Background: an optimization exercise with open tools, aiming at small area. Do not read the settings as production practice. Only simulation tests tie the RTL to the original design; equivalence was not proved. Power figures rest on the tool's default switching activity, not on a simulated workload.

==> flow/config.mk <==
export PLATFORM = sky130hd
export DESIGN_NAME = dsp48a1
export DESIGN_NICKNAME = dsp48a1
export VERILOG_FILES = /design/flow/design.v
export SDC_FILE = /design/flow/constraint.sdc
export NUM_CORES = 4
export LEC_CHECK = 0
export CAP_MARGIN = 20
export CORE_MARGIN = 2
export CORE_UTILIZATION = 40
export SLEW_MARGIN = 20
==> flow/constraint.sdc <==
create_clock -name core_clock -period 8.0 [get_ports {CLK}]
set_input_delay 1.6000 -clock core_clock [delete_from_list [all_inputs] [get_ports {CLK}]]
set_output_delay 1.6000 -clock core_clock [all_outputs]
set_load 0.01 [all_outputs]
==> flow/design.v <==
module mux_reg(in, out, clk, ce, rst);
    parameter WIDTH = 18;
    parameter RSTTYPE = "SYNC";
    parameter REG = 0;
    input [WIDTH - 1 : 0] in;
    input   clk,
            ce,
            rst;
    output [WIDTH - 1 : 0] out;
    reg [WIDTH - 1 : 0] in_reg;
    generate
        if(REG == 1) begin
            if(RSTTYPE == "SYNC") begin
            always @(posedge clk) begin
                    if(rst)
                        in_reg <= 0;
                    else if(ce)
                        in_reg <= in;
                end
            end
            else if (RSTTYPE == "ASYNC") begin
                always @(posedge clk or posedge rst) begin
                    if(rst)
                        in_reg <= 0;
                    else if(ce)
                        in_reg <= in;
                end
            end
            assign out = in_reg;
        end
        else if (REG == 0)
           assign out = in;
    endgenerate
endmodule
module dsp48a1 #(
    parameter   A0REG = 0,
                A1REG = 1,
                B0REG = 0,
                B1REG = 1,
                CREG = 1,
                DREG = 1,
                MREG = 1,
                PREG = 1,
                CARRYINREG = 1,
                CARRYOUTREG = 1,
                OPMODEREG = 1,
                CARRYINSEL = "OPMODE5",
                B_INPUT = "DIRECT",
                RSTTYPE = "SYNC"
) (
    input [17 : 0]  A,
                    B,
                    D,
                    BCIN,
    input [7 : 0]   OPMODE,
    input [47 : 0]  C,
                    PCIN,
    input   CLK,
            CARRYIN,
            RSTA,
            RSTB,
            RSTM,
            RSTP,
            RSTC,
            RSTD,
            RSTCARRYIN,
            RSTOPMODE,
            CEA,
            CEB,
            CEM,
            CEP,
            CEC,
            CED,
            CECARRYIN,
            CEOPMODE,
    output  [17 : 0]    BCOUT,
    output  [47 : 0]    PCOUT,
                        P,
    output  [35 : 0]    M,
    output  CARRYOUT,
            CARRYOUTF 
);
    wire [17 : 0]   A0_out,
                    D_out,
                    B0_in,
                    B0_out,
                    B1_in,
                    A1_out,
                    B1_out;
    reg [17 : 0]    pre_adder_subtractor_out;
    reg [47 : 0]    x_out,
                    z_out;
    wire [47 : 0]   C_out,
                    post_adder_subtractor_out,
                    P_in;
    wire [35 : 0]   multiplier_out,
                    M_out;
    wire [7 : 0]    opmode_out;
    wire    CYI_in,
            CYI_out,
            CYO_in;
    mux_reg #(  .REG(A0REG),
                .RSTTYPE(RSTTYPE),
                .WIDTH(18)) A0_REG (
                    .in(A),
                    .out(A0_out),
                    .clk(CLK),
                    .ce(CEA),
                    .rst(RSTA)
                );
    mux_reg #(  .REG(DREG),
                .RSTTYPE(RSTTYPE),
                .WIDTH(18)) D_REG (
                    .in(D),
                    .out(D_out),
                    .clk(CLK),
                    .ce(CED),
                    .rst(RSTD)
                );
    generate
        if(B_INPUT == "DIRECT") begin
            assign B0_in = B;
        end
        else if (B_INPUT == "CASCADE") begin
            assign B0_in = BCIN;
        end
        else begin
            assign B0_in = 0;
        end
    endgenerate
    mux_reg #(  .REG(B0REG),
                .RSTTYPE(RSTTYPE),
                .WIDTH(18)) B0_REG (
                    .in(B0_in),
                    .out(B0_out),
                    .clk(CLK),
                    .ce(CEB),
                    .rst(RSTB)
                );
    mux_reg #(  .REG(OPMODEREG),
                .RSTTYPE(RSTTYPE),
                .WIDTH(8)) OPMODE_REG (
                    .in(OPMODE),
                    .out(opmode_out),
                    .clk(CLK),
                    .ce(CEOPMODE),
                    .rst(RSTOPMODE)
                );
    mux_reg #(  .REG(CREG),
                .RSTTYPE(RSTTYPE),
                .WIDTH(48)) C_REG (
                    .in(C),
                    .out(C_out),
                    .clk(CLK),
                    .ce(CEC),
                    .rst(RSTC)
                );
    always @(*) begin
        if(opmode_out[6])
            pre_adder_subtractor_out = D_out - B0_out;
        else
            pre_adder_subtractor_out = D_out + B0_out;
    end
    assign B1_in = (opmode_out[4]) ? pre_adder_subtractor_out : B0_out;
    mux_reg #(  .REG(A1REG),
                .RSTTYPE(RSTTYPE),
                .WIDTH(18)) A1_REG (
                    .in(A0_out),
                    .out(A1_out),
                    .clk(CLK),
                    .ce(CEA),
                    .rst(RSTA)
                );
    mux_reg #(  .REG(B1REG),
                .RSTTYPE(RSTTYPE),
                .WIDTH(18)) B1_REG (
                    .in(B1_in),
                    .out(B1_out),
                    .clk(CLK),
                    .ce(CEB),
                    .rst(RSTB)
                );
    assign BCOUT = B1_out;  
    assign multiplier_out = B1_out * A1_out;
    mux_reg #(  .REG(MREG),
                .RSTTYPE(RSTTYPE),
                .WIDTH(36)) M_REG (
                    .in(multiplier_out),
                    .out(M_out),
                    .clk(CLK),
                    .ce(CEM),
                    .rst(RSTM)
                );
    assign M = M_out;
    always @(*) begin
        case(opmode_out[1 : 0])
            2'b00: x_out = 0;
            2'b01: x_out = {12'b000000000000, M_out};
            2'b10: x_out = PCOUT;
            2'b11: x_out = {D_out[11:0], A1_out[17:0], B1_out[17:0]};
        endcase
    end
    always @(*) begin
        case(opmode_out[3 : 2])
            2'b00: z_out = 0;
            2'b01: z_out = PCIN;
            2'b10: z_out = PCOUT;
            2'b11: z_out = C_out;
        endcase
    end
    generate
        if(CARRYINSEL == "CARRYIN")
            assign CYI_in = CARRYIN;
        else if(CARRYINSEL == "OPMODE5")
            assign CYI_in = opmode_out[5];
    endgenerate
    mux_reg #(  .REG(CARRYINREG),
                .RSTTYPE(RSTTYPE),
                .WIDTH(1)) CYI_REG (
                    .in(CYI_in),
                    .out(CYI_out),
                    .clk(CLK),
                    .ce(CECARRYIN),
                    .rst(RSTCARRYIN)
                );
    assign {CYO_in, P_in} = (opmode_out[7]) ?
                            z_out - (x_out + CYI_out) :
                            x_out + z_out + CYI_out;
    mux_reg #(  .REG(PREG),
                .RSTTYPE(RSTTYPE),
                .WIDTH(48)) P_REG (
                    .in(P_in),
                    .out(P),
                    .clk(CLK),
                    .ce(CEP),
                    .rst(RSTP)
                );
    assign PCOUT = P;
    mux_reg #(  .REG(CARRYOUTREG),
                .RSTTYPE(RSTTYPE),
                .WIDTH(1)) CYO_REG (
                    .in(CYO_in),
                    .out(CARRYOUT),
                    .clk(CLK),
                    .ce(CECARRYIN),
                    .rst(RSTCARRYIN)
                );
    assign CARRYOUTF = CARRYOUT;
endmodule
==> flow/run.sh <==
#!/bin/bash
# synth_recipe.tcl (not shown) runs the flow's synth.tcl, then flattens the netlist and writes it again
# the make line also repeats each setting of config.mk as NAME=value (left out here)
make -C /OpenROAD-flow-scripts/flow DESIGN_CONFIG=/design/flow/config.mk WORK_HOME=/design/flow/orfs CLKGATE_MAP_FILE= SYNTH_SCRIPT=/design/flow/synth_recipe.tcl finish
==> run_results.csv <==
group,metric,value,unit
sta,finalCriticalPeriod,7340,ps
clock_tree,clock_latency,520,ps
global_routing,gr-total-overflow,0,
yosys,yosysWarningCount,6,
worst_setup_path,r2r_slack,660,ps
layout,n_fill_cell,6797,
layout,final_common_cell,"inv_1",
layout,layoutNonFillerInstCount,4395,
drt,viasPerCell,5.49,
yosys,syn_inst,3335,
layout,multiInputGateArea,20900,um2
worst_hold_path,hp-start,"M_REG.in_reg[0]$_SDFFE_PP0P_",
layout,mostFrequentLayoutCells,"inv_1, clkdlybuf4s50_1, nor2_1, nand2_1, ha_1",
layout,area_growth_syn_to_layout,15.6,%
drt,first_pass_iters,5,
worst_setup_path,worst-setup-path-type,"flop to flop",
worst_setup_path,cp_data_arrival_time,7730,ps
die,dieArea,70900,um2
drt,route.detailed.drc,0,
sta,rsz0062_at_grt,"false",
die,die_x,266,um
worst_setup_path,start_kind,"flop",
die,core_area,68300,um2
yosys,synth_largest_area_cell,"fa_1",
worst_hold_path,hold_path_depth,2,
yosys,ys_seq_area_share,14.3,%
layout,seqCellArea,3930,um2
clock_tree,cts.path.max_buffers,2,
power_and_ir_drop,ir_drop,133,uV
worst_setup_path,startpoint,"A1_REG.in_reg[4]$_SDFFE_PP0P_",
placed_design,globalplace.congestion,0.955,
worst_setup_path,crit_chain,"nand2_1 > fa_1 > fa_1 > fa_1 > inv_1 > fa_1 > fa_1 > inv_1 > fa_1 > inv_1 > ha_1 > a21o_1 > a21o_1 > a21o_1 > a2111oi_0 > o21ai_0 > buf_4 > a221oi_1 > o21ai_0 > xor2_1 > mux2i_1 > nor2_1",
clock_tree,post_cts_resized,0,
yosys,avgSynthCellArea,8.25,um2
power_and_ir_drop,p_per_area,140,nW/um2
drt,drtIter0Drc,1952,
placed_design,preCtsSetupSlack,780,ps
sta,finalSetupViolCount,0,
worst_setup_path,rr_endpoint,"M_REG.in_reg[34]$_SDFFE_PP0P_",
sta,clock_skew,21.2,ps
yosys,synth-seq-cells,196,
sta,slew_headroom,29.7,%
yosys,syn_area,27500,um2
clock_tree,h-tree-depth,4,
worst_setup_path,ff2ff_path_depth,22,
die,io_pins,346,
worst_setup_path,path_common_cell,"fa_1",
layout,fin_nets,4222,
sta,tightest_slew,1060,ps
clock_tree,cts.clk_slew.worst_paths,80,ps
yosys,synthArstFlopShare,0,%
sta,setup_ws,657,ps
layout,fin_area,31800,um2
worst_setup_path,worstSetupEndpointType,"flop",
die,row_count,96,
sta,tns,0,ps
clock_tree,cts_tree,"yes",
sta,fmax,0.136,GHz
worst_setup_path,slowest_stage,"dfxtp_1",
worst_setup_path,required,8390,ps
global_routing,grt_usage,26.3,%
layout,drive_gt1_share,5.86,%
power_and_ir_drop,p_leak,15.0,nW
layout,diodes,0,
yosys,syn_nets,4057,
placed_design,io_buffer_count,326,
yosys,synth.distinct_cells,80,
global_routing,grt_pass1_wl,143,mm
die,die_h,266,um
placed_design,placedCellCount,4363,
sta,finalHoldViolCount,0,
clock_tree,cts_hold_buf,0,
worst_setup_path,endpoint,"M_REG.in_reg[34]$_SDFFE_PP0P_",
global_routing,antenna_found_initial,3,
drt,antenna_left,0,
outcome,outcome,"finished clean",
yosys,synth-edff-count,0,
worst_setup_path,cp_max_fo,20,
global_routing,grt_start_max_net_pins,52,
placed_design,dpl_cell_area,31200,um2
worst_setup_path,max_stage_delay,990,ps
sta,period_share,91.8,%
die,initial_core_util,40.2,%
clock_tree,cts-buffers-inserted,17,
worst_setup_path,r2r_start,"A1_REG.in_reg[4]$_SDFFE_PP0P_",
global_routing,grt_pass1_vias,23600,
yosys,synth_ff_type,"dfxtp_1",
yosys,synth.top_cell.area_share,19.0,%
yosys,synth_area_leaders,"fa_1, dfxtp_1, ha_1",
drt,vias,24100,
clock_tree,clockRootBuffer,"clkbuf_16",
flow_run,drv_cap,0,
worst_hold_path,min_path_type,"flop to flop",
clock_tree,postCtsSetupBuffers,0,
placed_design,dpl.hpwl,73.3,mm
drt,post_drt_wl_per_cell,21.1,um
clock_tree,cts_num_sinks,196,
sta,final_max_slew_viol_count,0,
drt,wirelength,92.9,mm
## routing by layer
metal / wire length, um / track usage (%)
met5: 0 / 0
met4: 2650 / 8.50
met3: 7100 / 4.85
met2: 39600 / 39.6
met1: 43600 / 37.9
## kinds of logic (layout without fill, tap and decap cells)
kind of cell | Yosys count | after routing | synth area share [%]
AND/OR/NAND/NOR | 922 | 922 | 15.6
buffers and inverters | 679 | 857 | 9.95
AO/OA/AOI/OAI | 636 | 636 | 15.7
adder cells (fa/ha/maj) | 528 | 528 | 31.1
multiplexers | 235 | 235 | 8.95
flip-flops | 196 | 196 | 14.3
XOR/XNOR | 139 | 139 | 4.43
## report_power, final
part	switching [W]	internal (W)	leakage [nW]
sequential	0.000168	0.00106	1.62
clock	0.000506	0.000425	0.282
combinational	0.00129	0.000994	13.1
## cell type report
class                   count  share of cell area (%)
multi-input cells        2460                    65.6
flip-flops and latches    196                    12.4
repair buffers            381                    11.5
inverters                 444                    5.24
well taps                 882                    3.47
clock buffers              19                    1.39
clock inverters            13                   0.433
## synth_stat cells (49+ instances only)
cell / n
xnor2_1: 89
o21ai_0: 93
and2_1: 142
a22o_1: 65
a21o_1: 65
mux2_2: 87
a211oi_1: 50
nand2_1: 289
a21oi_1: 157
ha_1: 267
buf_4: 49
fa_1: 261
clkbuf_1: 158
dfxtp_1: 196
mux2i_1: 148
nor2_1: 296
inv_1: 441
xor2_1: 50
## worst max-delay path: cells and delay by family (launching register included)
family | cells | cell delay, ps
AOI/OAI and AO/OA | 7 | 1930
buffers and inverters | 4 | 340
xor gates and xnor gates | 1 | 170
muxes | 1 | 140
and+or+nand+nor | 2 | 230
DFF | 1 | 990
adders and majority gates | 7 | 3400
## metrics by stage
step | hold WS, ps | total power, W | utilization, %
after floorplan | 454 | 0.00271 | -
after global placement | 467 | 0.00349 | 45.7
after detailed placement | 470 | 0.00350 | 45.7
after CTS | 490 | 0.00444 | 46.5
after global routing | 512 | 0.00473 | 46.5
final | 492 | 0.00444 | 46.5
## worst min path at each step
stage | slack [ps] | endpoint
3_5_place_dp | 470 | M_REG.in_reg[0]$_SDFFE_PP0P_
2_1_floorplan | 450 | C_REG.in_reg[0]$_SDFFE_PP0P_
3_3_place_gp | 470 | C_REG.in_reg[14]$_SDFFE_PP0P_
6_report | 490 | M_REG.in_reg[0]$_SDFFE_PP0P_
4_1_cts | 490 | M_REG.in_reg[0]$_SDFFE_PP0P_
5_1_grt | 510 | M_REG.in_reg[0]$_SDFFE_PP0P_

[afterwards: timing with drivers on the ports]
In the flow no input, the clock included, has a driving cell. The finished layout below was timed again as built, in two steps. Step 1: set_driving_cell puts a clkbuf_16 on CLK and a buf_2 on each other input, an assumption about the parent block. Step 2 adds t to the input delays and takes it off the output delays; t is the mean of the earliest and latest rising clock arrival at the registers after step 1. Input paths then give back, and output paths get back, about the clock's delay inside the block. Three values: ideal ports, drivers, drivers and shift; two values: the first two.
t (ns): 0.568
slack for setup (ns): 0.657 / 0.657 / 0.657
worst register clock-pin slew, ns: 0.10 / 0.10
After both steps this run still meets setup and hold. For this run, drivers alone change the setup slack by 0.000 ns; drivers and shift together by 0.000 ns.
